From an optimization exercise on the open Yosys and OpenROAD flow, aimed at a short achievable clock period and few clock cycles; shortcuts taken in it are not production practice.
In this exercise RTL edits were held to simulation tests only and were not proved equivalent to the original.
Power and IR drop assume default switching activity.

<file path="design/flow/flow/run.sh">
#!/bin/bash
# Standard ORFS layout, with timing repair aimed below the clock period:
# repair_timing keeps working until the setup slack reaches the margin.
set -euo pipefail
MARGIN=${MARGIN:-7.0}
bash standard.sh SETUP_SLACK_MARGIN=$MARGIN finish > flow_standard.log 2>&1
</file>
<file path="design/flow/standard.sh">
#!/bin/bash
# synth_recipe.tcl (not shown) runs the flow's synth.tcl, then flattens the netlist and writes it again
# the make line also repeats each setting of config.mk as NAME=value (left out here)
make -C /OpenROAD-flow-scripts/flow DESIGN_CONFIG=/design/flow/config.mk WORK_HOME=/design/flow/orfs CLKGATE_MAP_FILE= SYNTH_SCRIPT=/design/flow/synth_recipe.tcl "${@:-finish}"
</file>
<file path="design/flow/config.mk">
export PLATFORM = sky130hd
export DESIGN_NAME = CHIP
export DESIGN_NICKNAME = CHIP
export VERILOG_FILES = /design/flow/design.v
export SDC_FILE = /design/flow/constraint.sdc
export NUM_CORES = 4
export LEC_CHECK = 0
export CAP_MARGIN = 20
export CORE_MARGIN = 2
export CORE_UTILIZATION = 40
export SLEW_MARGIN = 20
</file>
<file path="design/flow/constraint.sdc">
create_clock -name core_clock -period 10.5 [get_ports {clk}]
set_input_delay 2.1000 -clock core_clock [delete_from_list [all_inputs] [get_ports {clk}]]
set_output_delay 2.1000 -clock core_clock [all_outputs]
set_load 0.01 [all_outputs]
</file>
<file path="design/flow/design.v">
module CHIP(clk,
            rst_n,
            mem_wen_D,
            mem_addr_D,
            mem_wdata_D,
            mem_rdata_D,
            mem_addr_I,
            mem_rdata_I
    );
    input         clk, rst_n ;
    output        mem_wen_D  ;
    output [31:0] mem_addr_D ;
    output [31:0] mem_wdata_D;
    input  [31:0] mem_rdata_D;
    output [31:0] mem_addr_I ;
    input  [31:0] mem_rdata_I;
    function [31:0] bswap(input [31:0] v);
        bswap = {v[7:0], v[15:8], v[23:16], v[31:24]};
    endfunction
    reg  [31:0] pc_f;
    reg  [31:0] ll_f;             
    reg  [31:0] ir_d;
    reg  [31:0] pc_d;
    reg         v_d, pt_d;
    reg  [31:0] a_e, b_e, imm_e, link_e, tgt_e, chk_e;
    reg         v_e;
    reg         s_add_e, s_sub_e, s_and_e, s_or_e, s_slt_e, s_link_e;
    reg         is_lw_e, is_sw_e, is_beq_e, is_jalr_e, pt_e;
    reg         wen_e;
    reg  [4:0]  rd_e;
    reg  [31:0] res_m, addr_m, wdata_m;
    reg         st_m, lw_m, wen_m;
    reg  [4:0]  rd_m;
    reg  [31:0] rf [1:31];
    wire [31:0] ld_m = bswap(mem_rdata_D);
    wire [31:0] wb_m = lw_m ? ld_m : res_m;
    assign mem_addr_I  = pc_f;
    assign mem_addr_D  = addr_m;
    assign mem_wdata_D = wdata_m;
    assign mem_wen_D   = st_m;
    wire [31:0] in_f   = bswap(mem_rdata_I);
    wire        f_jal  = in_f[6:0] == 7'b1101111;
    wire        f_beq  = in_f[6:0] == 7'b1100011;
    wire        f_jalr = in_f[6:0] == 7'b1100111;
    wire        f_btk  = f_beq & (in_f[31] | (in_f[19:15] == in_f[24:20]));
    wire [20:0] lo_j  = {1'b0, pc_f[19:0]} + {1'b0, in_f[19:12], in_f[20], in_f[30:21], 1'b0};
    wire [12:0] lo_b  = {1'b0, pc_f[11:0]} + {1'b0, in_f[7], in_f[30:25], in_f[11:8], 1'b0};
    wire [12:0] lo_i  = {1'b0, ll_f[11:0]} + {1'b0, in_f[31:20]};
    wire [11:0] pj_hi = pc_f[31:20];
    wire [11:0] pj_p1 = pc_f[31:20] + 12'd1;
    wire [11:0] pj_m1 = pc_f[31:20] - 12'd1;
    wire [19:0] pb_hi = pc_f[31:12];
    wire [19:0] pb_p1 = pc_f[31:12] + 20'd1;
    wire [19:0] pb_m1 = pc_f[31:12] - 20'd1;
    wire [19:0] li_hi = ll_f[31:12];
    wire [19:0] li_p1 = ll_f[31:12] + 20'd1;
    wire [19:0] li_m1 = ll_f[31:12] - 20'd1;
    wire        s_f   = in_f[31];
    wire [31:0] tj_f = {(s_f == lo_j[20]) ? pj_hi : lo_j[20] ? pj_p1 : pj_m1, lo_j[19:0]};
    wire [31:0] tb_f = {(s_f == lo_b[12]) ? pb_hi : lo_b[12] ? pb_p1 : pb_m1, lo_b[11:0]};
    wire [31:0] tr_f = {(s_f == lo_i[12]) ? li_hi : lo_i[12] ? li_p1 : li_m1, lo_i[11:0]};
    wire [31:0] seq_f  = pc_f + 32'd4;
    wire [31:0] pred_f = f_jal  ? tj_f :
                         f_btk  ? tb_f :
                         f_jalr ? tr_f : seq_f;
    wire [6:0] op_d  = ir_d[6:0];
    wire [4:0] rd_d  = ir_d[11:7];
    wire [4:0] rs1_d = ir_d[19:15];
    wire [4:0] rs2_d = ir_d[24:20];
    wire d_alu  = v_d & (op_d == 7'b0110011);
    wire d_lw   = v_d & (op_d == 7'b0000011);
    wire d_sw   = v_d & (op_d == 7'b0100011);
    wire d_beq  = v_d & (op_d == 7'b1100011);
    wire d_jal  = v_d & (op_d == 7'b1101111);
    wire d_jalr = v_d & (op_d == 7'b1100111);
    wire use1_d = d_alu | d_lw | d_sw | d_beq | d_jalr;
    wire use2_d = d_alu | d_sw | d_beq;
    wire wr_d   = (d_alu | d_lw | d_jal | d_jalr) & (rd_d != 5'd0);
    wire [31:0] imm_i = {{21{ir_d[31]}}, ir_d[30:20]};
    wire [31:0] imm_s = {{21{ir_d[31]}}, ir_d[30:25], ir_d[11:7]};
    wire [31:0] imm_b = {{20{ir_d[31]}}, ir_d[7], ir_d[30:25], ir_d[11:8], 1'b0};
    wire [31:0] rf1 = (rs1_d == 5'd0) ? 32'd0 : rf[rs1_d];
    wire [31:0] rf2 = (rs2_d == 5'd0) ? 32'd0 : rf[rs2_d];
    wire ex_wr  = v_e & wen_e;
    wire hit1_m = wen_m & (rd_m == rs1_d);
    wire hit2_m = wen_m & (rd_m == rs2_d);
    wire hit1_e = ex_wr & (rd_e == rs1_d);
    wire hit2_e = ex_wr & (rd_e == rs2_d);
    wire stall = v_e & is_lw_e & ((hit1_e & use1_d) | (hit2_e & use2_d));
    wire [31:0] sum  = a_e + b_e;
    wire [31:0] diff = a_e - b_e;
    wire [31:0] addr = a_e + imm_e;
    wire        lt   = $signed(a_e) < $signed(b_e);
    wire        eq   = a_e == b_e;
    wire [31:0] alu = ({32{s_add_e}}  & sum)
                    | ({32{s_sub_e}}  & diff)
                    | ({32{s_and_e}}  & (a_e & b_e))
                    | ({32{s_or_e}}   & (a_e | b_e))
                    | ({32{s_slt_e}}  & {31'd0, lt})
                    | ({32{s_link_e}} & link_e);
    wire br_miss   = is_beq_e & (eq != pt_e);
    wire jalr_miss = is_jalr_e & (a_e != chk_e);
    wire redir_e   = v_e & (br_miss | jalr_miss);
    wire [31:0] tgx_e = is_jalr_e ? addr : eq ? tgt_e : link_e;
    integer i;
    always @(posedge clk) begin
        if (!rst_n) begin
            pc_f <= 32'd0;
            ll_f <= 32'd0;
            ir_d <= 32'd0;
            pc_d <= 32'd0;
            v_d  <= 1'b0;
            pt_d <= 1'b0;
            a_e <= 32'd0; b_e <= 32'd0; imm_e <= 32'd0; link_e <= 32'd0; tgt_e <= 32'd0;
            chk_e <= 32'd0;
            v_e <= 1'b0;
            s_add_e <= 1'b0; s_sub_e <= 1'b0; s_and_e <= 1'b0; s_or_e <= 1'b0;
            s_slt_e <= 1'b0; s_link_e <= 1'b0; is_lw_e <= 1'b0; is_sw_e <= 1'b0;
            is_beq_e <= 1'b0; is_jalr_e <= 1'b0; pt_e <= 1'b0;
            wen_e <= 1'b0; rd_e <= 5'd0;
            res_m <= 32'd0; addr_m <= 32'd0; wdata_m <= 32'd0;
            st_m <= 1'b0; lw_m <= 1'b0; wen_m <= 1'b0; rd_m <= 5'd0;
            for (i = 1; i < 32; i = i + 1) rf[i] <= 32'd0;
        end else begin
            if (redir_e)     pc_f <= tgx_e;
            else if (!stall) pc_f <= pred_f;
            if (f_jal && in_f[11:7] != 5'd0) ll_f <= seq_f;
            if (!stall) begin
                ir_d <= in_f;
                pc_d <= pc_f;
                pt_d <= f_btk;
            end
            if (redir_e)     v_d <= 1'b0;
            else if (!stall) v_d <= 1'b1;
            a_e    <= hit1_e ? alu : hit1_m ? wb_m : rf1;
            b_e    <= hit2_e ? alu : hit2_m ? wb_m : rf2;
            imm_e  <= d_sw ? imm_s : imm_i;
            link_e <= pc_d + 32'd4;
            tgt_e  <= pc_d + imm_b;
            chk_e  <= pc_f - imm_i;
            pt_e   <= pt_d;
            rd_e   <= rd_d;
            v_e    <= !(redir_e | stall);
            s_add_e   <= d_alu & (ir_d[14:12] == 3'b000) & !ir_d[30];
            s_sub_e   <= d_alu & (ir_d[14:12] == 3'b000) & ir_d[30];
            s_and_e   <= d_alu & (ir_d[14:12] == 3'b111);
            s_or_e    <= d_alu & (ir_d[14:12] == 3'b110);
            s_slt_e   <= d_alu & (ir_d[14:12] == 3'b010);
            s_link_e  <= d_jal | d_jalr;
            is_lw_e   <= d_lw;
            is_sw_e   <= d_sw;
            is_beq_e  <= d_beq;
            is_jalr_e <= d_jalr;
            wen_e     <= wr_d;
            res_m   <= alu;
            addr_m  <= addr;
            wdata_m <= bswap(b_e);
            st_m    <= v_e & is_sw_e;
            lw_m    <= v_e & is_lw_e;
            wen_m   <= v_e & wen_e;
            rd_m    <= rd_e;
            if (wen_m) rf[rd_m] <= wb_m;
        end
    end
endmodule
</file>
==> results of run 1 <==
-- what timing repair did --
action                     in CTS  in global routing
gates resized for setup       720                277
hold endpoints to repair        0                  0
setup endpoints to repair    1409                546
pin swaps                     112                126
setup buffers                 140                 85
cloned                         24                 10
-- cell usage after synthesis (71+ instances only) --
cell type                     n
sky130_fd_sc_hd__mux2i_1    141
sky130_fd_sc_hd__a21o_1      75
sky130_fd_sc_hd__o22ai_1     80
sky130_fd_sc_hd__a21oi_1    336
sky130_fd_sc_hd__nor2_1    1399
sky130_fd_sc_hd__mux4_2     640
sky130_fd_sc_hd__a211oi_1   120
sky130_fd_sc_hd__ha_1       272
sky130_fd_sc_hd__xnor2_1    147
sky130_fd_sc_hd__inv_1      219
sky130_fd_sc_hd__edfxtp_1  1024
sky130_fd_sc_hd__buf_2       71
sky130_fd_sc_hd__xor2_1     105
sky130_fd_sc_hd__o21ai_0    197
sky130_fd_sc_hd__nand2_1    408
sky130_fd_sc_hd__dfxtp_1    433
sky130_fd_sc_hd__nor3_1      75
sky130_fd_sc_hd__clkbuf_1   416
-- worst max-delay path: stages --
cell                       delay, ns
sky130_fd_sc_hd__buf_12         0.08
sky130_fd_sc_hd__ha_4           0.12
sky130_fd_sc_hd__inv_2          0.03
sky130_fd_sc_hd__fa_2           0.33
sky130_fd_sc_hd__nand2b_4       0.17
sky130_fd_sc_hd__a21oi_4        0.13
sky130_fd_sc_hd__o211ai_1       0.14
sky130_fd_sc_hd__o31a_1         0.39
sky130_fd_sc_hd__buf_6          0.16
sky130_fd_sc_hd__buf_16         0.13
sky130_fd_sc_hd__buf_4          0.13
sky130_fd_sc_hd__ha_4           0.16
sky130_fd_sc_hd__or3_4          0.34
sky130_fd_sc_hd__o32ai_4        0.31
sky130_fd_sc_hd__o32ai_4        0.13
sky130_fd_sc_hd__a311oi_2       0.28
sky130_fd_sc_hd__xor2_1         0.17
sky130_fd_sc_hd__a311o_1        0.26
sky130_fd_sc_hd__o221ai_2       0.12
sky130_fd_sc_hd__a22oi_1        0.19
sky130_fd_sc_hd__a31oi_1        0.09
-- final timing paths --
path,slack [ns],end,cells past startpoint
worst min-delay path,0.45,pc_d[0],2
worst min register to register,0.45,pc_d[0],2
worst max-delay path,5.15,pc_f[30],21
worst max register to register,6.09,pc_f[30],20
-- per-layer routing --
metal  vias up  GRT usage
met4         6     0.1637
met5         -          0
met2      3832     0.4686
li1      26560          -
met3       828    0.06739
met1     31940     0.3595
-- cell type report --
class                   instances  area share
diodes                          1  0.00002568
clock buffers                 205     0.04440
clock inverters                88    0.009590
inverters                     224    0.008859
multi-input cells            4813      0.4409
flip-flops and latches       1457      0.4069
well taps                    2672     0.03430
repair buffers                514     0.05499
-- logic make-up (layout without fill, tap and decap cells) --
family / count (synthesis) / count (layout) / synth area share
AND/OR/NAND/NOR: 2258 / 2271 / 0.1169
flip-flops: 1457 / 1457 / 0.4823
adder cells (fa/ha/maj): 283 / 283 / 0.04434
AO/OA/AOI/OAI: 1209 / 1210 / 0.09796
other: 0 / 1 / 0
buffers and inverters: 766 / 1031 / 0.03679
XOR/XNOR: 253 / 254 / 0.02721
multiplexers: 787 / 795 / 0.1945
-- flip-flops by register name, indices dropped and copies added, names as in the netlist, 5 cells and up, named ones only --
signal   count
ir_d        32
imm_e       12
ll_f        32
addr_m      32
pc_f        32
a_e         32
pc_d        32
rf        1024
rd_m         5
rd_e         5
tgt_e       31
link_e      32
chk_e       32
b_e         32
wdata_m     32
res_m       32
-- stage by stage --
stage / area, µm² / setup slack, ns
after floorplan: 82980 / 4.703
after global placement: 86900 / 3.314
after detailed placement: 86970 / 3.315
after CTS: 95320 / 5.235
after global routing: 97450 / 5.015
final: 97460 / 5.149
-- power groups by stage --
stage                     registers (mW)  logic [mW]  clock network [mW]
after floorplan                     6.57        1.38                   0
after global placement              6.67        2.03                   0
after detailed placement            6.68        2.04                   0
after CTS                           6.55        2.21                5.76
after global routing                6.56        2.52                6.01
final                               6.55        2.41                5.75
==> metrics.log, run 1 <==
INFO  metric worst-endpoint-arrival = 6.00 ns
INFO  metric synth_area_leader_cell = sky130_fd_sc_hd__edfxtp_1
INFO  metric design.final.nets = 7518
INFO  metric fin_worst_hold_slack = 0.4528 ns
INFO  metric die-width = roughly 460 µm
INFO  metric worst_slew_margin_rel = 0.2477
INFO  metric finalHoldViolCount = 0
INFO  metric start_util = 0.4035
INFO  metric synth.distinct_cells = 103
INFO  metric grt_setup_unrepaired = yes
INFO  metric dp_hpwl = between 150000 and 200000 µm
INFO  metric criticalPathCategory = in -> reg
INFO  metric global_route.usage.total = 0.2906
INFO  metric antenna_found_initial = 7
INFO  metric vias_in_the_first_global_route = 61690
INFO  metric synth-async-reset-ratio = 0
INFO  metric layout_skew = 0.04826 ns
INFO  metric ir_drop = 0.2001 mV
INFO  metric run_status = timing/DRC/antenna clean
INFO  metric vias = 63160
INFO  metric proportion_of_layout_cells_with_a_drive_suffix_above_1 = 0.2583
INFO  metric combinationalPowerShare = 0.164
INFO  metric fillers = ~18000
INFO  metric synthToLayoutAreaGrowth = 19.25%
INFO  metric final_cell_count_no_fill = between 9000 and 10000
INFO  metric intPower = 10.57 mW
INFO  metric wl_per_cell = 31.32 µm
INFO  metric crit_path_max_fanout = 5
INFO  metric synth_edf_count = 1024
INFO  metric met3WireLength = 33460 µm
INFO  metric die_area = 207900 µm²
INFO  metric drt_first_pass_iters = 6
INFO  metric cts_tree = built
INFO  metric max_slew.worst_pin.slew = 1.129 ns
INFO  metric synthesis.instances = 7013
INFO  metric route.antenna.remaining_nets = 0
INFO  metric syn_nets = 7362
INFO  metric layout.cells.most_common_list = 1387 x sky130_fd_sc_hd__nor2_1, 1024 x sky130_fd_sc_hd__edfxtp_1, 640 x sky130_fd_sc_hd__mux4_2
INFO  metric synth.avg_cell_area = 11.65 µm²
INFO  metric final_common_cell = sky130_fd_sc_hd__nor2_1
INFO  metric die_h = approximately 460 µm
INFO  metric cts.reportedPaths.clkPinSlew = 0.06 ns
INFO  metric cts-root-buf = sky130_fd_sc_hd__clkbuf_16
INFO  metric multi_input_comb_area = 42970 µm²
INFO  metric core.rowCount = 165
INFO  metric global_route_total_overflow = 0
INFO  metric port_buffers = around 160
INFO  metric wire_length_of_the_first_global_routing_pass = 439000 µm
INFO  metric h-tree-depth = 4
INFO  metric utilization = 0.4812
INFO  metric number_of_synthesized_register_bits = 1457
INFO  metric holdBufCountCts = 0
INFO  metric seq_area = just under 40000 µm²
INFO  metric nature_of_the_critical_path_endpoint = flip-flop
INFO  metric top_level_ports = 163
INFO  metric reg2reg_from = ll_f[0]
INFO  metric synth_seq_area_share = 0.4823
INFO  metric drt-met1-wl = 112200 µm
INFO  metric highest-signal-layer = met5
INFO  metric clk-insertion-delay-late = 0.84 ns
INFO  metric post-route-drc-count = 0
INFO  metric maxCapViolations = 0
INFO  metric cp-start-kind = primary input
INFO  metric gp_congestion = 0.9302
INFO  metric detail_route.iter0.violations = approximately 8000
INFO  metric worstHoldStart = pc_d[0]
INFO  metric grt_start_max_net_pins = about 170
INFO  metric routed_via_density = 6.333
INFO  metric netlist_top_cells_area = sky130_fd_sc_hd__edfxtp_1 38%, sky130_fd_sc_hd__mux4_2 18%, sky130_fd_sc_hd__dfxtp_1 11%
INFO  metric wl_met2 = about 150000 µm
INFO  metric cts.path.max_buffers = 3
INFO  metric clkSinkCount = 1457
INFO  metric synth_area = 81720 µm²
INFO  metric pwr-share-clk = 0.391
INFO  metric finalWorstPathRequiredPeriod = 5.351 ns
INFO  metric synth-warning-count = 1
INFO  metric final.setup.tns = 0 ns
INFO  metric achievable-frequency = 0.1869 GHz
INFO  metric p_total = 14.71 mW
INFO  metric cp-startpoint = mem_rdata_I[12]
INFO  metric hp-class = reg -> reg
INFO  metric core = around 200000 µm²
INFO  metric drt-total-wl = approximately 310000 µm
INFO  metric cts_buf_count = 159
INFO  metric p_switching = 4.134 mW
INFO  metric pwr-share-seq = 0.445
INFO  metric critical_path_required = 11.15 ns
INFO  metric timing.final.crit_share = 0.5096
INFO  metric leakage_power = approximately 34 nW
INFO  metric synth_top_flop_cell = sky130_fd_sc_hd__edfxtp_1
INFO  metric synth_top_area_share = 0.3763
INFO  metric placed_cells = around 9400
INFO  metric setup_violations = 0
INFO  metric slew_viol_final = 0
INFO  metric switching_share = 0.2811
INFO  metric power.density_cell_area = around 150 nW/µm²
Testbench counts, summed over its fixed seeds: cycles 89,464.
==> run 2, diff against run 1 <==
--- a/design/flow/design.v
+++ b/design/flow/design.v
@@ -16,6 +16,28 @@
     input  [31:0] mem_rdata_I;
     function [31:0] bswap(input [31:0] v);
         bswap = {v[7:0], v[15:8], v[23:16], v[31:24]};
+    endfunction
+    function [32:0] ks_add(input [31:0] a, input [31:0] b, input cin);
+        reg [31:0] g, p, gg, pp, gn, pn;
+        integer k, d;
+        begin
+            g = a & b;
+            p = a ^ b;
+            gg = g;
+            gg[0] = g[0] | (p[0] & cin);
+            pp = p;
+            for (d = 1; d < 32; d = d * 2) begin
+                gn = gg;
+                pn = pp;
+                for (k = d; k < 32; k = k + 1) begin
+                    gn[k] = gg[k] | (pp[k] & gg[k-d]);
+                    pn[k] = pp[k] & pp[k-d];
+                end
+                gg = gn;
+                pp = pn;
+            end
+            ks_add = {gg[31], p ^ {gg[30:0], cin}};
+        end
     endfunction
     reg  [31:0] pc_f;
     reg  [31:0] ll_f;             
@@ -43,23 +65,33 @@
     wire        f_beq  = in_f[6:0] == 7'b1100011;
     wire        f_jalr = in_f[6:0] == 7'b1100111;
     wire        f_btk  = f_beq & (in_f[31] | (in_f[19:15] == in_f[24:20]));
-    wire [20:0] lo_j  = {1'b0, pc_f[19:0]} + {1'b0, in_f[19:12], in_f[20], in_f[30:21], 1'b0};
-    wire [12:0] lo_b  = {1'b0, pc_f[11:0]} + {1'b0, in_f[7], in_f[30:25], in_f[11:8], 1'b0};
-    wire [12:0] lo_i  = {1'b0, ll_f[11:0]} + {1'b0, in_f[31:20]};
+    wire [32:0] lo_jx = ks_add({12'd0, pc_f[19:0]}, {12'd0, in_f[19:12], in_f[20], in_f[30:21], 1'b0}, 1'b0);
+    wire [32:0] lo_bx = ks_add({20'd0, pc_f[11:0]}, {20'd0, in_f[7], in_f[30:25], in_f[11:8], 1'b0}, 1'b0);
+    wire [32:0] lo_ix = ks_add({20'd0, ll_f[11:0]}, {20'd0, in_f[31:20]}, 1'b0);
+    wire [20:0] lo_j  = lo_jx[20:0];
+    wire [12:0] lo_b  = lo_bx[12:0];
+    wire [12:0] lo_i  = lo_ix[12:0];
+    wire [32:0] pb_p1x = ks_add({12'd0, pc_f[31:12]}, 32'd1, 1'b0);
+    wire [32:0] pb_m1x = ks_add({12'd0, pc_f[31:12]}, 32'h000fffff, 1'b0);
+    wire [32:0] li_p1x = ks_add({12'd0, ll_f[31:12]}, 32'd1, 1'b0);
+    wire [32:0] li_m1x = ks_add({12'd0, ll_f[31:12]}, 32'h000fffff, 1'b0);
+    wire [32:0] pj_p1x = ks_add({20'd0, pc_f[31:20]}, 32'd1, 1'b0);
+    wire [32:0] pj_m1x = ks_add({20'd0, pc_f[31:20]}, 32'h00000fff, 1'b0);
     wire [11:0] pj_hi = pc_f[31:20];
-    wire [11:0] pj_p1 = pc_f[31:20] + 12'd1;
-    wire [11:0] pj_m1 = pc_f[31:20] - 12'd1;
+    wire [11:0] pj_p1 = pj_p1x[11:0];
+    wire [11:0] pj_m1 = pj_m1x[11:0];
     wire [19:0] pb_hi = pc_f[31:12];
-    wire [19:0] pb_p1 = pc_f[31:12] + 20'd1;
-    wire [19:0] pb_m1 = pc_f[31:12] - 20'd1;
+    wire [19:0] pb_p1 = pb_p1x[19:0];
+    wire [19:0] pb_m1 = pb_m1x[19:0];
     wire [19:0] li_hi = ll_f[31:12];
-    wire [19:0] li_p1 = ll_f[31:12] + 20'd1;
-    wire [19:0] li_m1 = ll_f[31:12] - 20'd1;
+    wire [19:0] li_p1 = li_p1x[19:0];
+    wire [19:0] li_m1 = li_m1x[19:0];
     wire        s_f   = in_f[31];
     wire [31:0] tj_f = {(s_f == lo_j[20]) ? pj_hi : lo_j[20] ? pj_p1 : pj_m1, lo_j[19:0]};
     wire [31:0] tb_f = {(s_f == lo_b[12]) ? pb_hi : lo_b[12] ? pb_p1 : pb_m1, lo_b[11:0]};
     wire [31:0] tr_f = {(s_f == lo_i[12]) ? li_hi : lo_i[12] ? li_p1 : li_m1, lo_i[11:0]};
-    wire [31:0] seq_f  = pc_f + 32'd4;
+    wire [32:0] seq_x  = ks_add(pc_f, 32'd4, 1'b0);
+    wire [31:0] seq_f  = seq_x[31:0];
     wire [31:0] pred_f = f_jal  ? tj_f :
                          f_btk  ? tb_f :
                          f_jalr ? tr_f : seq_f;
@@ -81,16 +113,22 @@
     wire [31:0] imm_b = {{20{ir_d[31]}}, ir_d[7], ir_d[30:25], ir_d[11:8], 1'b0};
     wire [31:0] rf1 = (rs1_d == 5'd0) ? 32'd0 : rf[rs1_d];
     wire [31:0] rf2 = (rs2_d == 5'd0) ? 32'd0 : rf[rs2_d];
+    wire [32:0] link_x = ks_add(pc_d, 32'd4, 1'b0);
+    wire [32:0] tgt_x  = ks_add(pc_d, imm_b, 1'b0);
+    wire [32:0] chk_x  = ks_add(pc_f, ~imm_i, 1'b1);
     wire ex_wr  = v_e & wen_e;
     wire hit1_m = wen_m & (rd_m == rs1_d);
     wire hit2_m = wen_m & (rd_m == rs2_d);
     wire hit1_e = ex_wr & (rd_e == rs1_d);
     wire hit2_e = ex_wr & (rd_e == rs2_d);
     wire stall = v_e & is_lw_e & ((hit1_e & use1_d) | (hit2_e & use2_d));
-    wire [31:0] sum  = a_e + b_e;
-    wire [31:0] diff = a_e - b_e;
-    wire [31:0] addr = a_e + imm_e;
-    wire        lt   = $signed(a_e) < $signed(b_e);
+    wire [32:0] sum_x  = ks_add(a_e, b_e, 1'b0);
+    wire [32:0] diff_x = ks_add(a_e, ~b_e, 1'b1);
+    wire [32:0] addr_x = ks_add(a_e, imm_e, 1'b0);
+    wire [31:0] sum  = sum_x[31:0];
+    wire [31:0] diff = diff_x[31:0];
+    wire [31:0] addr = addr_x[31:0];
+    wire        lt   = (a_e[31] ^ b_e[31]) ? a_e[31] : diff[31];
     wire        eq   = a_e == b_e;
     wire [31:0] alu = ({32{s_add_e}}  & sum)
                     | ({32{s_sub_e}}  & diff)
@@ -135,9 +173,9 @@
             a_e    <= hit1_e ? alu : hit1_m ? wb_m : rf1;
             b_e    <= hit2_e ? alu : hit2_m ? wb_m : rf2;
             imm_e  <= d_sw ? imm_s : imm_i;
-            link_e <= pc_d + 32'd4;
-            tgt_e  <= pc_d + imm_b;
-            chk_e  <= pc_f - imm_i;
+            link_e <= link_x[31:0];
+            tgt_e  <= tgt_x[31:0];
+            chk_e  <= chk_x[31:0];
             pt_e   <= pt_d;
             rd_e   <= rd_d;
             v_e    <= !(redir_e | stall);
==> run 2 against run 1 <==
Sequential power barely moved. Worst hold slack improved by 0.0030 ns. Synthesized area fell by 1.2%. Via count barely moved. Non-clock buffer count fell by 30. Clock power rose by 4.9%. First-iteration DRC count rose by 5.7%. Largest power group unchanged. Highest routed layer unchanged.
==> metrics.log, run 2 <==
INFO  metric syn_nets = about 7300
INFO  metric grt_setup_unrepaired = yes
INFO  metric slew_viol_final = 0
INFO  metric cts.reportedPaths.clkPinSlew = 0.06 ns
INFO  metric vias = 63180
INFO  metric proportion_of_layout_cells_with_a_drive_suffix_above_1 = 0.2557
INFO  metric synth_area = 80750 µm²
INFO  metric final.setup.tns = 0 ns
INFO  metric top_register = rf
INFO  metric top_level_ports = 163
INFO  metric die_area = 205500 µm²
INFO  metric fillers = 17680
INFO  metric worst_path_dominant_cell_family = compound AO/OA/AOI/OAI gates
INFO  metric final_common_cell = sky130_fd_sc_hd__nor2_1
INFO  metric wl_per_cell = ~32 µm
INFO  metric timing.final.crit_share = 0.3909
INFO  metric cts_buf_count = 162
INFO  metric cp.buffers_inverters = 2
INFO  metric synth_seq_area_share = 0.4881
INFO  metric fin_worst_hold_slack = 0.4558 ns
INFO  metric antenna_found_initial = 13
INFO  metric start_util = 0.4032
INFO  metric power.density_cell_area = ~150 nW/µm²
INFO  metric number_of_synthesized_register_bits = about 1500
INFO  metric leakage_power = 33.55 nW
INFO  metric wire_length_of_the_first_global_routing_pass = 444600 µm
INFO  metric worst-path-stages = 13
INFO  metric finalHoldViolCount = 0
INFO  metric global_route.usage.total = 0.3004
INFO  metric worst_slew_margin_rel = 0.2238
INFO  metric grt_start_max_net_pins = 144
INFO  metric cp-start-kind = primary input
INFO  metric crit_slowest_cell = sky130_fd_sc_hd__o31a_1
INFO  metric post-route-drc-count = 0
INFO  metric core = 200300 µm²
INFO  metric dp_hpwl = around 190000 µm
INFO  metric synth.avg_cell_area = 11.59 µm²
INFO  metric synth.distinct_cells = 87
INFO  metric setup_violations = 0
INFO  metric synthToLayoutAreaGrowth = 19.36%
INFO  metric detail_route.iter0.violations = ~8500
INFO  metric largest_register_ffs = ~1000
INFO  metric seq_area = just under 40000 µm²
INFO  metric layout_skew = 0.07620 ns
INFO  metric finalWorstPathRequiredPeriod = 4.105 ns
INFO  metric maxCapViolations = 0
INFO  metric die_h = approximately 450 µm
INFO  metric clkSinkCount = about 1500
INFO  metric worstPathCellList = buf_2 -> ha_4 -> nor2b_2 -> o31a_1 -> buf_4 -> o211a_4 -> o21ai_4 -> nor2_1 -> a31oi_1 -> xor2_1 -> a222oi_1 -> o221ai_1 -> nor3_1
INFO  metric multi_input_comb_area = 41960 µm²
INFO  metric core.rowCount = 164
INFO  metric drt_first_pass_iters = 6
INFO  metric cts_tree = built
INFO  metric vias_in_the_first_global_route = 61400
INFO  metric layout.cells.most_common_list = 1407 x sky130_fd_sc_hd__nor2_1, 1024 x sky130_fd_sc_hd__edfxtp_1, 640 x sky130_fd_sc_hd__mux4_2
INFO  metric global_route_total_overflow = 0
INFO  metric worst-endpoint-arrival = about 4.9 ns
INFO  metric max_slew.worst_pin.slew = approximately 1.2 ns
INFO  metric drt-total-wl = 314600 µm
INFO  metric synth-warning-count = 1
INFO  metric netlist_top_cells_count = 1423 x sky130_fd_sc_hd__nor2_1, 1024 x sky130_fd_sc_hd__edfxtp_1, 640 x sky130_fd_sc_hd__mux4_2
INFO  metric synth_top_area_share = 0.3808
INFO  metric crit_path_max_fanout = 5
INFO  metric clk-insertion-delay-late = 0.85 ns
INFO  metric run_status = timing/DRC/antenna clean
INFO  metric synth_top_flop_cell = sky130_fd_sc_hd__edfxtp_1
INFO  metric netlist_top_cells_area = sky130_fd_sc_hd__edfxtp_1 38%, sky130_fd_sc_hd__mux4_2 18%, sky130_fd_sc_hd__dfxtp_1 11%
INFO  metric crit_path_max_incr_delay = 0.34 ns
INFO  metric cts.path.max_buffers = 3
INFO  metric h-tree-depth = 4
INFO  metric criticalPathCategory = in -> reg
INFO  metric cts-root-buf = sky130_fd_sc_hd__clkbuf_16
INFO  metric synth_edf_count = 1024
INFO  metric worst-r2r-cell-count = 15
INFO  metric gp_congestion = 0.9336
INFO  metric synth_area_leader_cell = sky130_fd_sc_hd__edfxtp_1
INFO  metric synthesis.instances = 6969
INFO  metric achievable-frequency = 0.2436 GHz
INFO  metric routed_via_density = around 6.4
INFO  metric critical_path_required = 11.26 ns
INFO  metric ir_drop = ~0.19 mV
INFO  metric worstHoldPathCells = 2
INFO  metric synth_most_common_cell = sky130_fd_sc_hd__nor2_1
INFO  metric port_buffers = around 160
INFO  metric nature_of_the_critical_path_endpoint = flip-flop
INFO  metric hp-class = reg -> reg
INFO  metric route.antenna.remaining_nets = 0
INFO  metric design.final.nets = 7390
INFO  metric synth-async-reset-ratio = 0
INFO  metric die-width = 453.3 µm
## run 2: kinds of logic (layout without fill, tap and decap cells)
group | after synthesis | count (layout) | synth area share
compound gates | 1122 | 1123 | 0.09005
simple gates | 2335 | 2362 | 0.1228
buf+inv | 773 | 990 | 0.03624
xor+xnor | 236 | 236 | 0.02560
flops | 1457 | 1457 | 0.4881
other cells | 0 | 7 | 0
mux | 806 | 810 | 0.1992
fa+ha+maj | 240 | 240 | 0.03793
## run 2: worst reg2reg max path: cells and delay by family, from the launching register on
family,cells,cell delay (ns)
flip-flops,1,0.38
buffers and inverters,1,0.14
AO/OA/AOI/OAI,10,2.01
adder cells (fa/ha/maj),2,0.81
AND/OR/NAND/NOR,2,0.30
## run 2: layout make-up
cell class	instances	share of cell area
diodes	7	0.0001817
repair buffers	484	0.05232
clock buffers	197	0.04464
flip-flops and latches	1457	0.4116
repair inverters	1	0.00005193
clock inverters	101	0.01316
multi-input cells	4771	0.4353
well taps	2656	0.03448
inverters	207	0.008282
## run 2: routing by layer
| layer | vias up | track usage | wire [µm] |
|---|---|---|---|
| met5 | - | 0 | 46 |
| met4 | 6 | 0.1690 | 20680 |
| met3 | 856 | 0.07592 | 36130 |
| met2 | 4209 | 0.4801 | 146100 |
| met1 | 31820 | 0.3714 | 111600 |
| li1 | 26290 | - | - |
## run 2: repair_timing
action                     4_1_cts  5_1_grt
cloned                          42        2
buffers inserted               131       48
setup endpoints to repair     1311      959
pin swaps                      117       97
hold endpoints to repair         0        0
hold buffers                     0        0
resized for setup              868      187
## run 2: path summary, 6_finish.rpt
| path | endpoint | slack [ns] | from |
|---|---|---|---|
| setup / recovery | pc_f[29] | 6.40 | mem_rdata_I[14] |
| hold / removal | pc_d[0] | 0.46 | pc_d[0] |
| setup reg to reg | a_e[31] | 6.78 | a_e[1] |
| hold reg to reg | pc_d[0] | 0.46 | pc_d[0] |
## run 2: power by group
| group | leakage, nW | internal [mW] | switching (mW) |
|---|---|---|---|
| registers | 14.1 | 6.35 | 0.185 |
| clock network | 2.70 | 3.45 | 2.58 |
| logic | 16.7 | 0.922 | 1.39 |
## run 2: metrics by stage
stage               worst slack (ns)    util  cell area (µm²)  power, mW  instances
floorplan                      6.087       -            81410      7.871       6969
global placement               4.666  0.4274            85590      8.605       9333
detailed placement             4.631  0.4280            85720      8.641       9338
CTS                            6.447  0.4733            94800      14.75       9809
global route                   6.212  0.4812            96380      15.25       9878
finish                         6.395  0.4813            96380      14.88       9881
Testbench counts of run 2, summed over its fixed seeds: cycles 89,464.
==> run 3, diff against run 2 <==
--- a/design/flow/design.v
+++ b/design/flow/design.v
@@ -43,7 +43,7 @@
     reg  [31:0] ll_f;             
     reg  [31:0] ir_d;
     reg  [31:0] pc_d;
-    reg         v_d, pt_d;
+    reg         v_d, pt_d, pok_d;
     reg  [31:0] a_e, b_e, imm_e, link_e, tgt_e, chk_e;
     reg         v_e;
     reg         s_add_e, s_sub_e, s_and_e, s_or_e, s_slt_e, s_link_e;
@@ -65,31 +65,16 @@
     wire        f_beq  = in_f[6:0] == 7'b1100011;
     wire        f_jalr = in_f[6:0] == 7'b1100111;
     wire        f_btk  = f_beq & (in_f[31] | (in_f[19:15] == in_f[24:20]));
-    wire [32:0] lo_jx = ks_add({12'd0, pc_f[19:0]}, {12'd0, in_f[19:12], in_f[20], in_f[30:21], 1'b0}, 1'b0);
+    wire        s_f   = in_f[31];
+    wire [32:0] lo_jx = ks_add({20'd0, pc_f[11:0]}, {20'd0, in_f[20], in_f[30:21], 1'b0}, 1'b0);
     wire [32:0] lo_bx = ks_add({20'd0, pc_f[11:0]}, {20'd0, in_f[7], in_f[30:25], in_f[11:8], 1'b0}, 1'b0);
     wire [32:0] lo_ix = ks_add({20'd0, ll_f[11:0]}, {20'd0, in_f[31:20]}, 1'b0);
-    wire [20:0] lo_j  = lo_jx[20:0];
-    wire [12:0] lo_b  = lo_bx[12:0];
-    wire [12:0] lo_i  = lo_ix[12:0];
-    wire [32:0] pb_p1x = ks_add({12'd0, pc_f[31:12]}, 32'd1, 1'b0);
-    wire [32:0] pb_m1x = ks_add({12'd0, pc_f[31:12]}, 32'h000fffff, 1'b0);
-    wire [32:0] li_p1x = ks_add({12'd0, ll_f[31:12]}, 32'd1, 1'b0);
-    wire [32:0] li_m1x = ks_add({12'd0, ll_f[31:12]}, 32'h000fffff, 1'b0);
-    wire [32:0] pj_p1x = ks_add({20'd0, pc_f[31:20]}, 32'd1, 1'b0);
-    wire [32:0] pj_m1x = ks_add({20'd0, pc_f[31:20]}, 32'h00000fff, 1'b0);
-    wire [11:0] pj_hi = pc_f[31:20];
-    wire [11:0] pj_p1 = pj_p1x[11:0];
-    wire [11:0] pj_m1 = pj_m1x[11:0];
-    wire [19:0] pb_hi = pc_f[31:12];
-    wire [19:0] pb_p1 = pb_p1x[19:0];
-    wire [19:0] pb_m1 = pb_m1x[19:0];
-    wire [19:0] li_hi = ll_f[31:12];
-    wire [19:0] li_p1 = li_p1x[19:0];
-    wire [19:0] li_m1 = li_m1x[19:0];
-    wire        s_f   = in_f[31];
-    wire [31:0] tj_f = {(s_f == lo_j[20]) ? pj_hi : lo_j[20] ? pj_p1 : pj_m1, lo_j[19:0]};
-    wire [31:0] tb_f = {(s_f == lo_b[12]) ? pb_hi : lo_b[12] ? pb_p1 : pb_m1, lo_b[11:0]};
-    wire [31:0] tr_f = {(s_f == lo_i[12]) ? li_hi : lo_i[12] ? li_p1 : li_m1, lo_i[11:0]};
+    wire        ok_j  = (in_f[19:12] == {8{s_f}}) & (s_f == lo_jx[12]);
+    wire        ok_b  = s_f == lo_bx[12];
+    wire [31:0] tj_f = {pc_f[31:12], lo_jx[11:0]};
+    wire [31:0] tb_f = {pc_f[31:12], lo_bx[11:0]};
+    wire [31:0] tr_f = {ll_f[31:12], lo_ix[11:0]};
+    wire        pok_f = f_jal ? ok_j : f_btk ? ok_b : 1'b1;
     wire [32:0] seq_x  = ks_add(pc_f, 32'd4, 1'b0);
     wire [31:0] seq_f  = seq_x[31:0];
     wire [31:0] pred_f = f_jal  ? tj_f :
@@ -116,12 +101,16 @@
     wire [32:0] link_x = ks_add(pc_d, 32'd4, 1'b0);
     wire [32:0] tgt_x  = ks_add(pc_d, imm_b, 1'b0);
     wire [32:0] chk_x  = ks_add(pc_f, ~imm_i, 1'b1);
+    wire [31:0] imm_j  = {{12{ir_d[31]}}, ir_d[19:12], ir_d[20], ir_d[30:21], 1'b0};
+    wire [32:0] tgj_x  = ks_add(pc_d, imm_j, 1'b0);
     wire ex_wr  = v_e & wen_e;
     wire hit1_m = wen_m & (rd_m == rs1_d);
     wire hit2_m = wen_m & (rd_m == rs2_d);
     wire hit1_e = ex_wr & (rd_e == rs1_d);
     wire hit2_e = ex_wr & (rd_e == rs2_d);
     wire stall = v_e & is_lw_e & ((hit1_e & use1_d) | (hit2_e & use2_d));
+    wire        redir_d = v_d & !pok_d & !stall & !redir_e;
+    wire [31:0] tgt_d   = d_jal ? tgj_x[31:0] : tgt_x[31:0];
     wire [32:0] sum_x  = ks_add(a_e, b_e, 1'b0);
     wire [32:0] diff_x = ks_add(a_e, ~b_e, 1'b1);
     wire [32:0] addr_x = ks_add(a_e, imm_e, 1'b0);
@@ -149,6 +138,7 @@
             pc_d <= 32'd0;
             v_d  <= 1'b0;
             pt_d <= 1'b0;
+            pok_d <= 1'b1;
             a_e <= 32'd0; b_e <= 32'd0; imm_e <= 32'd0; link_e <= 32'd0; tgt_e <= 32'd0;
             chk_e <= 32'd0;
             v_e <= 1'b0;
@@ -160,16 +150,18 @@
             st_m <= 1'b0; lw_m <= 1'b0; wen_m <= 1'b0; rd_m <= 5'd0;
             for (i = 1; i < 32; i = i + 1) rf[i] <= 32'd0;
         end else begin
-            if (redir_e)     pc_f <= tgx_e;
-            else if (!stall) pc_f <= pred_f;
+            if (redir_e)      pc_f <= tgx_e;
+            else if (redir_d) pc_f <= tgt_d;
+            else if (!stall)  pc_f <= pred_f;
             if (f_jal && in_f[11:7] != 5'd0) ll_f <= seq_f;
             if (!stall) begin
                 ir_d <= in_f;
                 pc_d <= pc_f;
                 pt_d <= f_btk;
+                pok_d <= pok_f;
             end
-            if (redir_e)     v_d <= 1'b0;
-            else if (!stall) v_d <= 1'b1;
+            if (redir_e | redir_d) v_d <= 1'b0;
+            else if (!stall)       v_d <= 1'b1;
             a_e    <= hit1_e ? alu : hit1_m ? wb_m : rf1;
             b_e    <= hit2_e ? alu : hit2_m ? wb_m : rf2;
             imm_e  <= d_sw ? imm_s : imm_i;
==> run 3 against run 2 <==
Synthesized area is 1.0% lower. Final cell count is 1.7% lower. Sequential cell count is 1 higher. Count of clock-buffer cells in the layout is 11 higher. Die area is 1.0% lower. Final area is 1.9% lower. Via count is 3.1% lower. Fmax is 11% higher. Sequential share of layout area is 0.86 points higher. Clock skew is 0.010 ns lower. Wire length is 2.4% lower. Critical endpoint is now res_m[31]. Largest cell class unchanged.
==> metrics.log, run 3 <==
INFO  metric run_status = timing/DRC/antenna clean
INFO  metric synth_area = approximately 80000 µm²
INFO  metric port_buffers = 162
INFO  metric design.final.nets = 7228
INFO  metric cts-root-buf = sky130_fd_sc_hd__clkbuf_16
INFO  metric cts.path.max_buffers = 3
INFO  metric netlist_top_cells_count = 1403 x sky130_fd_sc_hd__nor2_1, 1024 x sky130_fd_sc_hd__edfxtp_1, 640 x sky130_fd_sc_hd__mux4_2
INFO  metric drt_first_pass_iters = 6
INFO  metric worst_path_dominant_cell_family = simple AND/OR/NAND/NOR gates
INFO  metric drt-total-wl = slightly above 300000 µm
INFO  metric switching_share = 0.2798
INFO  metric worst-endpoint-arrival = about 4.4 ns
INFO  metric synth_top_area_share = 0.3847
INFO  metric leakage_power = 32.84 nW
INFO  metric critical_path_required = around 11 ns
INFO  metric holdBufCountCts = 0
INFO  metric combinationalPowerShare = 0.156
INFO  metric pwr-share-clk = 0.394
INFO  metric cp.buffers_inverters = 2
INFO  metric h-tree-depth = 4
INFO  metric placed_cells = 9205
INFO  metric crit_path_max_incr_delay = between 0.5 and 0.6 ns
INFO  metric synth_edf_count = 1024
INFO  metric slew_viol_final = 0
INFO  metric utilization = 0.4745
INFO  metric pwr-share-seq = 0.449
INFO  metric worst_slew_margin_rel = 0.2311
INFO  metric cts_buf_count = 164
INFO  metric synth_top_flop_cell = sky130_fd_sc_hd__edfxtp_1
INFO  metric power.density_cell_area = approximately 150 nW/µm²
INFO  metric final.setup.worst_slack = 6.810 ns
INFO  metric synth-warning-count = 1
INFO  metric finalWorstPathRequiredPeriod = 3.690 ns
INFO  metric detail_route.iter0.violations = around 8100
INFO  metric core.rowCount = between 150 and 200
INFO  metric synth_most_common_cell = sky130_fd_sc_hd__nor2_1
INFO  metric global_route.usage.total = 0.2933
INFO  metric vias_in_the_first_global_route = 59600
INFO  metric netlist_top_cells_area = sky130_fd_sc_hd__edfxtp_1 38%, sky130_fd_sc_hd__mux4_2 18%, sky130_fd_sc_hd__dfxtp_1 11%
INFO  metric final_cell_count_no_fill = just under 10000
INFO  metric synth_area_leader_cell = sky130_fd_sc_hd__edfxtp_1
INFO  metric placedInstanceArea = 85120 µm²
INFO  metric gp_congestion = roughly 0.94
INFO  metric start_util = 0.4012
INFO  metric die_area = 203400 µm²
INFO  metric wl_per_cell = about 32 µm
INFO  metric proportion_of_layout_cells_with_a_drive_suffix_above_1 = 0.2544
INFO  metric syn_nets = 7127
INFO  metric cp-start-kind = flip-flop
INFO  metric clkSinkCount = 1458
INFO  metric synth-async-reset-ratio = 0
INFO  metric critical-path-top-cell-by-count = sky130_fd_sc_hd__nor2_2
INFO  metric antenna_found_initial = 10
INFO  metric synth.distinct_cells = 99
INFO  metric top_level_ports = 163
INFO  metric p_switching = between 4 and 5 mW
INFO  metric nature_of_the_critical_path_endpoint = flip-flop
INFO  metric dp_hpwl = ~190000 µm
INFO  metric synthesis.instances = 6822
INFO  metric die_h = 451.0 µm
INFO  metric criticalPathCategory = reg -> reg
INFO  metric clk-insertion-delay-late = 0.85 ns
INFO  metric pre_cts_ws = around 4.9 ns
INFO  metric layout.cells.most_common_list = 1387 x sky130_fd_sc_hd__nor2_1, 1024 x sky130_fd_sc_hd__edfxtp_1, 640 x sky130_fd_sc_hd__mux4_2
INFO  metric layout_skew = around 0.066 ns
INFO  metric wire_length_of_the_first_global_routing_pass = 431400 µm
INFO  metric global_route_total_overflow = 0
INFO  metric die-width = 451.0 µm
INFO  metric setup_violations = 0
INFO  metric finalHoldViolCount = 0
INFO  metric grt_setup_unrepaired = yes
INFO  metric largest_register_ffs = 1024
INFO  metric core = roughly 200000 µm²
INFO  metric top_register = rf
INFO  metric routed_via_density = about 6.3
INFO  metric timing.final.crit_share = 0.3514
INFO  metric synth_seq_area_share = 0.4934
INFO  metric crit_path_max_fanout = 5
INFO  metric vias = around 61000
INFO  metric number_of_synthesized_register_bits = 1458
INFO  metric final_cell_area = about 95000 µm²
INFO  metric synthToLayoutAreaGrowth = 18.29%
INFO  metric ir_drop = ~0.19 mV
INFO  metric hp-class = reg -> reg
INFO  metric fillers = 17680
INFO  metric maxCapViolations = 0
INFO  metric worstPathCellList = inv_4 -> ha_4 -> or4_4 -> nor3_2 -> nand3_1 -> a31o_4 -> nand4_1 -> o311a_1 -> a21oi_2 -> nor2_2 -> nor2_2 -> fa_2 -> o221ai_4 -> a21oi_4 -> buf_6 -> nor2_2
INFO  metric final_common_cell = sky130_fd_sc_hd__nor2_1
INFO  metric post-route-drc-count = 0
INFO  metric achievable-frequency = approximately 0.27 GHz
INFO  metric max_slew.worst_pin.slew = 1.151 ns
INFO  metric cts_tree = built
INFO  metric final.setup.tns = 0 ns
INFO  metric cts.reportedPaths.clkPinSlew = about 0.06 ns
INFO  metric crit_slowest_cell = sky130_fd_sc_hd__or4_4
INFO  metric intPower = between 10 and 15 mW
INFO  metric route.antenna.remaining_nets = 0
INFO  metric grt_start_max_net_pins = around 150
INFO  metric synth.avg_cell_area = 11.72 µm²
run 3: changes by cell type in the layout (fill, tap and decap cells not counted), sizes merged, moves of 12 or more:
cell,before,now
a221oi,26,12
and3,46,32
buf,382,356
clkbuf,212,227
clkdlybuf4s15,42,29
mux2i,159,145
nor2,1423,1404
nor3,93,58
o21bai,24,36
or3,28,16
xnor2,96,142
xor2,140,91
run 3: timing repair:
| item | 4_1_cts | 5_1_grt |
|---|---|---|
| setup buffers | 118 | 55 |
| gates cloned | 24 | 8 |
| pin swaps | 84 | 106 |
| endpoints found under the setup margin | 1559 | 699 |
| resized for setup | 781 | 199 |
run 3: power by group through the flow:
| stage | clock, mW | combinational [mW] | sequential, mW |
|---|---|---|---|
| 3_5_place_dp | 0 | 1.96 | 6.70 |
| 6_report | 5.75 | 2.28 | 6.55 |
| 4_1_cts | 5.80 | 2.15 | 6.54 |
| 3_3_place_gp | 0 | 1.95 | 6.68 |
| 2_1_floorplan | 0 | 1.29 | 6.58 |
| 5_1_grt | 6.03 | 2.38 | 6.56 |
run 3: layout make-up:
class,count,area [µm²],area share
clock buffer,208,4428,0.04683
clock inverter,87,875.8,0.009263
antenna,1,2.502,0.00002647
inverter,198,779.5,0.008244
tap,2656,3323,0.03515
timing repair inverter,1,5.005,0.00005293
timing repair buffer,462,4599,0.04864
sequential,1458,39720,0.4201
multi-input combinational,4638,40820,0.4317
run 3: per-stage QoR:
step / total power, mW / hold slack, ns
floorplan: 7.873 / 0.4301
global placement: 8.634 / 0.4601
detailed placement: 8.660 / 0.4736
CTS: 14.49 / 0.4813
global route: 14.97 / 0.5105
finish: 14.57 / 0.4771
run 3: logic make-up (layout without fill, tap and decap cells):
logic type | Yosys count | in the layout | share of synthesized area
other | 0 | 1 | 0
AOI/OAI and AO/OA | 1095 | 1096 | 0.08777
DFF | 1458 | 1458 | 0.4934
xor gates and xnor gates | 233 | 233 | 0.02562
and+or+nand+nor | 2260 | 2274 | 0.1194
adders and majority gates | 239 | 239 | 0.03826
buffers and inverters | 742 | 956 | 0.03569
muxes | 795 | 796 | 0.1999
run 3: worst paths after layout:
path / start / slack (ns) / cells past startpoint / to
worst max-delay path: a_e[23] / 6.81 / 16 / res_m[31]
worst max register to register: a_e[23] / 6.81 / 16 / res_m[31]
worst min-delay path: pc_d[0] / 0.48 / 2 / pc_d[0]
worst min register to register: pc_d[0] / 0.48 / 2 / pc_d[0]
run 3: worst reg2reg max path: cells and delay by family, from the launching register on:
family | cells | cell delay, ns
AND/OR/NAND/NOR | 7 | 1.17
AO/OA/AOI/OAI | 5 | 1.00
adder cells (fa/ha/maj) | 2 | 0.80
flip-flops | 1 | 0.40
buffers and inverters | 2 | 0.21
run 3: layer usage:
metal | up-vias | global-route usage | share of wire
met5 | - | 0 | 0.00017
met3 | 761 | 0.06531 | 0.11
met4 | 8 | 0.1634 | 0.064
met1 | 31020 | 0.3735 | 0.37
li1 | 25610 | - | -
met2 | 3862 | 0.4639 | 0.46
Testbench counts of run 3, summed over its fixed seeds: cycles 89,464.
==> run 4, diff against run 3 <==
--- a/design/flow/design.v
+++ b/design/flow/design.v
@@ -54,6 +54,7 @@
     reg         st_m, lw_m, wen_m;
     reg  [4:0]  rd_m;
     reg  [31:0] rf [1:31];
+    reg  [31:0] rf_v;
     wire [31:0] ld_m = bswap(mem_rdata_D);
     wire [31:0] wb_m = lw_m ? ld_m : res_m;
     assign mem_addr_I  = pc_f;
@@ -96,8 +97,8 @@
     wire [31:0] imm_i = {{21{ir_d[31]}}, ir_d[30:20]};
     wire [31:0] imm_s = {{21{ir_d[31]}}, ir_d[30:25], ir_d[11:7]};
     wire [31:0] imm_b = {{20{ir_d[31]}}, ir_d[7], ir_d[30:25], ir_d[11:8], 1'b0};
-    wire [31:0] rf1 = (rs1_d == 5'd0) ? 32'd0 : rf[rs1_d];
-    wire [31:0] rf2 = (rs2_d == 5'd0) ? 32'd0 : rf[rs2_d];
+    wire [31:0] rf1 = (rs1_d != 5'd0 && rf_v[rs1_d]) ? rf[rs1_d] : 32'd0;
+    wire [31:0] rf2 = (rs2_d != 5'd0 && rf_v[rs2_d]) ? rf[rs2_d] : 32'd0;
     wire [32:0] link_x = ks_add(pc_d, 32'd4, 1'b0);
     wire [32:0] tgt_x  = ks_add(pc_d, imm_b, 1'b0);
     wire [32:0] chk_x  = ks_add(pc_f, ~imm_i, 1'b1);
@@ -129,67 +130,62 @@
     wire jalr_miss = is_jalr_e & (a_e != chk_e);
     wire redir_e   = v_e & (br_miss | jalr_miss);
     wire [31:0] tgx_e = is_jalr_e ? addr : eq ? tgt_e : link_e;
-    integer i;
+    integer j;
     always @(posedge clk) begin
         if (!rst_n) begin
             pc_f <= 32'd0;
             ll_f <= 32'd0;
-            ir_d <= 32'd0;
-            pc_d <= 32'd0;
             v_d  <= 1'b0;
-            pt_d <= 1'b0;
-            pok_d <= 1'b1;
-            a_e <= 32'd0; b_e <= 32'd0; imm_e <= 32'd0; link_e <= 32'd0; tgt_e <= 32'd0;
-            chk_e <= 32'd0;
-            v_e <= 1'b0;
-            s_add_e <= 1'b0; s_sub_e <= 1'b0; s_and_e <= 1'b0; s_or_e <= 1'b0;
-            s_slt_e <= 1'b0; s_link_e <= 1'b0; is_lw_e <= 1'b0; is_sw_e <= 1'b0;
-            is_beq_e <= 1'b0; is_jalr_e <= 1'b0; pt_e <= 1'b0;
-            wen_e <= 1'b0; rd_e <= 5'd0;
-            res_m <= 32'd0; addr_m <= 32'd0; wdata_m <= 32'd0;
-            st_m <= 1'b0; lw_m <= 1'b0; wen_m <= 1'b0; rd_m <= 5'd0;
-            for (i = 1; i < 32; i = i + 1) rf[i] <= 32'd0;
+            v_e  <= 1'b0;
+            st_m <= 1'b0;
+            lw_m <= 1'b0;
+            wen_m <= 1'b0;
+            rf_v <= 32'd0;
         end else begin
             if (redir_e)      pc_f <= tgx_e;
             else if (redir_d) pc_f <= tgt_d;
             else if (!stall)  pc_f <= pred_f;
             if (f_jal && in_f[11:7] != 5'd0) ll_f <= seq_f;
-            if (!stall) begin
-                ir_d <= in_f;
-                pc_d <= pc_f;
-                pt_d <= f_btk;
-                pok_d <= pok_f;
-            end
             if (redir_e | redir_d) v_d <= 1'b0;
             else if (!stall)       v_d <= 1'b1;
-            a_e    <= hit1_e ? alu : hit1_m ? wb_m : rf1;
-            b_e    <= hit2_e ? alu : hit2_m ? wb_m : rf2;
-            imm_e  <= d_sw ? imm_s : imm_i;
-            link_e <= link_x[31:0];
-            tgt_e  <= tgt_x[31:0];
-            chk_e  <= chk_x[31:0];
-            pt_e   <= pt_d;
-            rd_e   <= rd_d;
-            v_e    <= !(redir_e | stall);
-            s_add_e   <= d_alu & (ir_d[14:12] == 3'b000) & !ir_d[30];
-            s_sub_e   <= d_alu & (ir_d[14:12] == 3'b000) & ir_d[30];
-            s_and_e   <= d_alu & (ir_d[14:12] == 3'b111);
-            s_or_e    <= d_alu & (ir_d[14:12] == 3'b110);
-            s_slt_e   <= d_alu & (ir_d[14:12] == 3'b010);
-            s_link_e  <= d_jal | d_jalr;
-            is_lw_e   <= d_lw;
-            is_sw_e   <= d_sw;
-            is_beq_e  <= d_beq;
-            is_jalr_e <= d_jalr;
-            wen_e     <= wr_d;
-            res_m   <= alu;
-            addr_m  <= addr;
-            wdata_m <= bswap(b_e);
-            st_m    <= v_e & is_sw_e;
-            lw_m    <= v_e & is_lw_e;
-            wen_m   <= v_e & wen_e;
-            rd_m    <= rd_e;
-            if (wen_m) rf[rd_m] <= wb_m;
+            v_e   <= !(redir_e | stall);
+            st_m  <= v_e & is_sw_e;
+            lw_m  <= v_e & is_lw_e;
+            wen_m <= v_e & wen_e;
+            for (j = 1; j < 32; j = j + 1)
+                if (wen_m && rd_m == j) rf_v[j] <= 1'b1;
         end
     end
+    always @(posedge clk) begin
+        if (!stall) begin
+            ir_d <= in_f;
+            pc_d <= pc_f;
+            pt_d <= f_btk;
+            pok_d <= pok_f;
+        end
+        a_e    <= hit1_e ? alu : hit1_m ? wb_m : rf1;
+        b_e    <= hit2_e ? alu : hit2_m ? wb_m : rf2;
+        imm_e  <= d_sw ? imm_s : imm_i;
+        link_e <= link_x[31:0];
+        tgt_e  <= tgt_x[31:0];
+        chk_e  <= chk_x[31:0];
+        pt_e   <= pt_d;
+        rd_e   <= rd_d;
+        s_add_e   <= d_alu & (ir_d[14:12] == 3'b000) & !ir_d[30];
+        s_sub_e   <= d_alu & (ir_d[14:12] == 3'b000) & ir_d[30];
+        s_and_e   <= d_alu & (ir_d[14:12] == 3'b111);
+        s_or_e    <= d_alu & (ir_d[14:12] == 3'b110);
+        s_slt_e   <= d_alu & (ir_d[14:12] == 3'b010);
+        s_link_e  <= d_jal | d_jalr;
+        is_lw_e   <= d_lw;
+        is_sw_e   <= d_sw;
+        is_beq_e  <= d_beq;
+        is_jalr_e <= d_jalr;
+        wen_e     <= wr_d;
+        res_m   <= alu;
+        addr_m  <= addr;
+        wdata_m <= bswap(b_e);
+        rd_m    <= rd_e;
+        if (wen_m) rf[rd_m] <= wb_m;
+    end
 endmodule
==> run 4 against run 3 <==
Setup slack lost 0.072 ns. Highest routed layer unchanged. Sequential share of layout area grew 3.3 points. Synthesized cell count shrank 21%. Critical path type unchanged. Utilization grew 0.31 points. Fmax shrank 1.9%. Combinational power shrank 45%. Wire length shrank 14%. Critical endpoint is now b_e[31]. Final area shrank 6.5%.
==> metrics.log, run 4 <==
INFO  metric achievable-frequency = between 0.2 and 0.3 GHz
INFO  metric met3WireLength = roughly 20000 µm
INFO  metric synth_area_leader_cell = sky130_fd_sc_hd__edfxtp_1
INFO  metric worst-r2r-cell-count = 16
INFO  metric ff2ff_setup_slack = around 6.7 ns
INFO  metric synthToLayoutAreaGrowth = 18.99%
INFO  metric worst-endpoint-arrival = 4.43 ns
INFO  metric vias_in_the_first_global_route = between 50000 and 60000
INFO  metric clk-insertion-delay-late = 0.84 ns
INFO  metric crit_path_max_fanout = 3
INFO  metric netlist_top_cells_area = sky130_fd_sc_hd__edfxtp_1 43%, sky130_fd_sc_hd__mux4_2 18%, sky130_fd_sc_hd__dfxtp_1 11%
INFO  metric nature_of_the_critical_path_endpoint = flip-flop
INFO  metric worst_slew_margin_rel = 0.3179
INFO  metric cts.reportedPaths.clkPinSlew = 0.06 ns
INFO  metric cts_buf_count = 158
INFO  metric synth_area = 74270 µm²
INFO  metric timing.final.crit_share = 0.3582
INFO  metric critical_path_required = around 11 ns
INFO  metric wl_met2 = 125500 µm
INFO  metric grt_start_max_net_pins = just over 100
INFO  metric drt_first_pass_iters = 6
INFO  metric core.rowCount = 158
INFO  metric ir_drop = 0.1527 mV
INFO  metric routed_via_density = 6.223
INFO  metric setup_violations = 0
INFO  metric layout_skew = roughly 0.05 ns
INFO  metric final_common_cell = sky130_fd_sc_hd__edfxtp_1
INFO  metric final.setup.worst_slack = ~6.7 ns
INFO  metric synth.distinct_cells = just over 80
INFO  metric post-route-drc-count = 0
INFO  metric synth_top_flop_cell = sky130_fd_sc_hd__edfxtp_1
INFO  metric number_of_synthesized_register_bits = 1457
INFO  metric design.final.nets = 6031
INFO  metric top_register = rf
INFO  metric vias = 51880
INFO  metric synth_top_family_by_area = multiplexers
INFO  metric largest_register_ffs = 992
INFO  metric endpoint_of_the_worst_hold_timing_path = wdata_m[29]
INFO  metric power.density_cell_area = 149.3 nW/µm²
INFO  metric die-width = approximately 430 µm
INFO  metric syn_nets = 5695
INFO  metric worstHoldPathCells = 0
INFO  metric route.antenna.remaining_nets = 0
INFO  metric start_util = 0.4014
INFO  metric synth.avg_cell_area = between 10 and 15 µm²
INFO  metric leakage_power = 30.50 nW
INFO  metric h-tree-depth = 4
INFO  metric wl_per_cell = between 30 and 40 µm
INFO  metric cts_tree = built
INFO  metric crit-reg2reg-capture = b_e[31]
INFO  metric synth_most_common_cell = sky130_fd_sc_hd__edfxtp_1
INFO  metric synth-simple-area-share = 0.06221
INFO  metric gp_congestion = 0.9686
INFO  metric max_slew.worst_pin.slew = 1.023 ns
INFO  metric synthAdderAreaFrac = 0.04127
INFO  metric cp-start-kind = flip-flop
INFO  metric synth-warning-count = 1
INFO  metric synth_seq_area_share = 0.5353
INFO  metric die_area = 189200 µm²
INFO  metric hp-class = reg -> reg
INFO  metric synthesis.instances = 5390
INFO  metric synth-async-reset-ratio = 0
INFO  metric top_level_ports = around 160
INFO  metric die_h = roughly 430 µm
INFO  metric cts-root-buf = sky130_fd_sc_hd__clkbuf_16
INFO  metric synth_top_area_share = 0.4277
INFO  metric drt-met1-wl = 102500 µm
INFO  metric drt-total-wl = around 260000 µm
INFO  metric netlist_top_cells_count = 1058 x sky130_fd_sc_hd__edfxtp_1, 594 x sky130_fd_sc_hd__mux4_2, 432 x sky130_fd_sc_hd__nor2_1
INFO  metric synth-compound-area-share = 0.09469
INFO  metric run_status = timing/DRC/antenna clean
INFO  metric detail_route.iter0.violations = between 6000 and 7000
INFO  metric placed_cells = 7806
INFO  metric yosys-mux-area-fraction = 0.2092
INFO  metric finalWorstPathRequiredPeriod = 3.762 ns
INFO  metric pre_cts_ws = 5.041 ns
INFO  metric synth_xor_area_frac = 0.02960
INFO  metric final.setup.tns = 0 ns
INFO  metric highest-signal-layer = met5
INFO  metric grt_setup_unrepaired = yes
INFO  metric slew_viol_final = 0
INFO  metric dp_hpwl = about 160000 µm
INFO  metric antenna_found_initial = 5
INFO  metric reg2reg_from = a_e[9]
INFO  metric global_route_total_overflow = 0
INFO  metric layout.cells.most_common_list = 1058 x sky130_fd_sc_hd__edfxtp_1, 594 x sky130_fd_sc_hd__mux4_2, 394 x sky130_fd_sc_hd__nor2_1
INFO  metric core = 185000 µm²
INFO  metric finalHoldViolCount = 0
INFO  metric final_cell_count_no_fill = 8337
INFO  metric port_buffers = roughly 160
INFO  metric synth_edf_count = roughly 1100
INFO  metric wire_length_of_the_first_global_routing_pass = between 300000 and 400000 µm
INFO  metric cts.path.max_buffers = 3
INFO  metric worstHoldStart = b_e[5]
INFO  metric proportion_of_layout_cells_with_a_drive_suffix_above_1 = 0.2992
INFO  metric maxCapViolations = 0
INFO  metric global_route.usage.total = 0.2727
INFO  metric clkSinkCount = 1457
INFO  metric criticalPathCategory = reg -> reg
[run 4: worst max path at each step]
| stage | slack (ns) | endpoint | startpoint |
|---|---|---|---|
| finish | 6.74 | b_e[31] | a_e[9] |
| detailed placement | 5.04 | pc_f[18] | a_e[24] |
| floorplan | 6.46 | pc_f[30] | mem_rdata_I[11] |
| global placement | 5.07 | pc_f[18] | a_e[24] |
| CTS | 6.78 | b_e[31] | b_e[9] |
| global route | 6.65 | b_e[31] | a_e[1] |
[run 4: per-stage QoR]
step | utilization | power [mW] | cell area, µm² | hold WS (ns)
finish | 0.4776 | 13.19 | 88380 | 0.3596
global route | 0.4776 | 13.54 | 88380 | 0.3641
CTS | 0.4717 | 13.19 | 87290 | 0.3613
detailed placement | 0.4274 | 7.543 | 79090 | 0.3628
global placement | 0.4274 | 7.541 | 79090 | 0.3566
floorplan | - | 7.122 | 74500 | 0.3233
[run 4: layer usage]
layer / vias to the layer above / GRT usage
met3: 621 / 0.04497
met1: 26700 / 0.3525
met2: 2698 / 0.4400
met4: 2 / 0.1476
li1: 21860 / -
met5: - / 0
[run 4: cells by family after synthesis]
| group | Yosys count |
|---|---|
| muxes | 804 |
| DFF | 1457 |
| AOI/OAI and AO/OA | 1094 |
| buffers and inverters | 542 |
| and+or+nand+nor | 1003 |
| xor gates and xnor gates | 251 |
| adders and majority gates | 239 |
[run 4: layout make-up]
cell class	instances	area [µm²]
Antenna cell	2	5.005
Clock buffer	218	4393
Clock inverter	71	798.3
Fill cell	16140	96660
Inverter	213	824.5
Multi-Input combinational cell	3396	34430
Sequential cell	1457	40080
Tap cell	2480	3103
Timing Repair Buffer	499	4745
Timing Repair inverter	1	5.005
[run 4: critical path: stages, from the launching register on]
cell and delay [ns]:
sky130_fd_sc_hd__dfxtp_4 0.35, sky130_fd_sc_hd__inv_2 0.04, sky130_fd_sc_hd__ha_4 0.24, sky130_fd_sc_hd__or4_4 0.56, sky130_fd_sc_hd__o311a_4 0.33, sky130_fd_sc_hd__o211ai_1 0.16, sky130_fd_sc_hd__buf_4 0.16, sky130_fd_sc_hd__nand3b_1 0.15
sky130_fd_sc_hd__a31oi_2 0.24, sky130_fd_sc_hd__a21oi_1 0.09, sky130_fd_sc_hd__nor2_1 0.12, sky130_fd_sc_hd__nor2_2 0.07, sky130_fd_sc_hd__fa_2 0.53, sky130_fd_sc_hd__o22ai_2 0.07, sky130_fd_sc_hd__nand2b_4 0.17, sky130_fd_sc_hd__a21oi_4 0.23
sky130_fd_sc_hd__a21oi_2 0.11
[run 4: power breakdown]
group / switching [mW] / internal, mW / leakage [nW] / total, mW
clock network: 2.43 / 3.20 / 2.52 / 5.63
registers: 0.105 / 6.20 / 12.7 / 6.31
logic: 0.696 / 0.564 / 15.2 / 1.26
[run 4: repair_timing]
item | in CTS | in global routing
resized for setup | 902 | 159
cloned | 15 | 1
setup endpoints to repair | 289 | 119
pin swaps | 74 | 64
buffers inserted | 167 | 57
hold buffers | 0 | 0
Testbench counts of run 4, summed over its fixed seeds: cycles 89,464.

## re-timing with driven ports
Ports are ideal in the flow. The routed layouts listed here were re-timed in OpenROAD.
Step 1 sets driving cells, clkbuf_16 on the clock port and buf_2 on the other inputs (assumed; they add their load-dependent delay and slew).
Step 2 also shifts input and output timing later by t, the mid clock arrival at the registers, as if the neighbouring blocks saw the same clock.
Slacks: no drivers / after step 1 / after step 2; pairs: no drivers / after step 1.
run	shift t [ns]	setup WS [ns]	worst slew at a driven data input, ns
run 1	0.913	5.149 / 5.179 / 4.266	0.31
run 2	0.908	6.395 / 6.428 / 5.520	0.21
run 3	0.907	6.810 / 6.804 / 5.897	0.33
run 4	0.907	6.738 / 6.738 / 6.017	0.07
After both steps setup and hold are still met in every run listed. For run 3, which loses most, drivers alone change the setup slack by -0.006 ns; drivers and shift together by -0.913 ns.
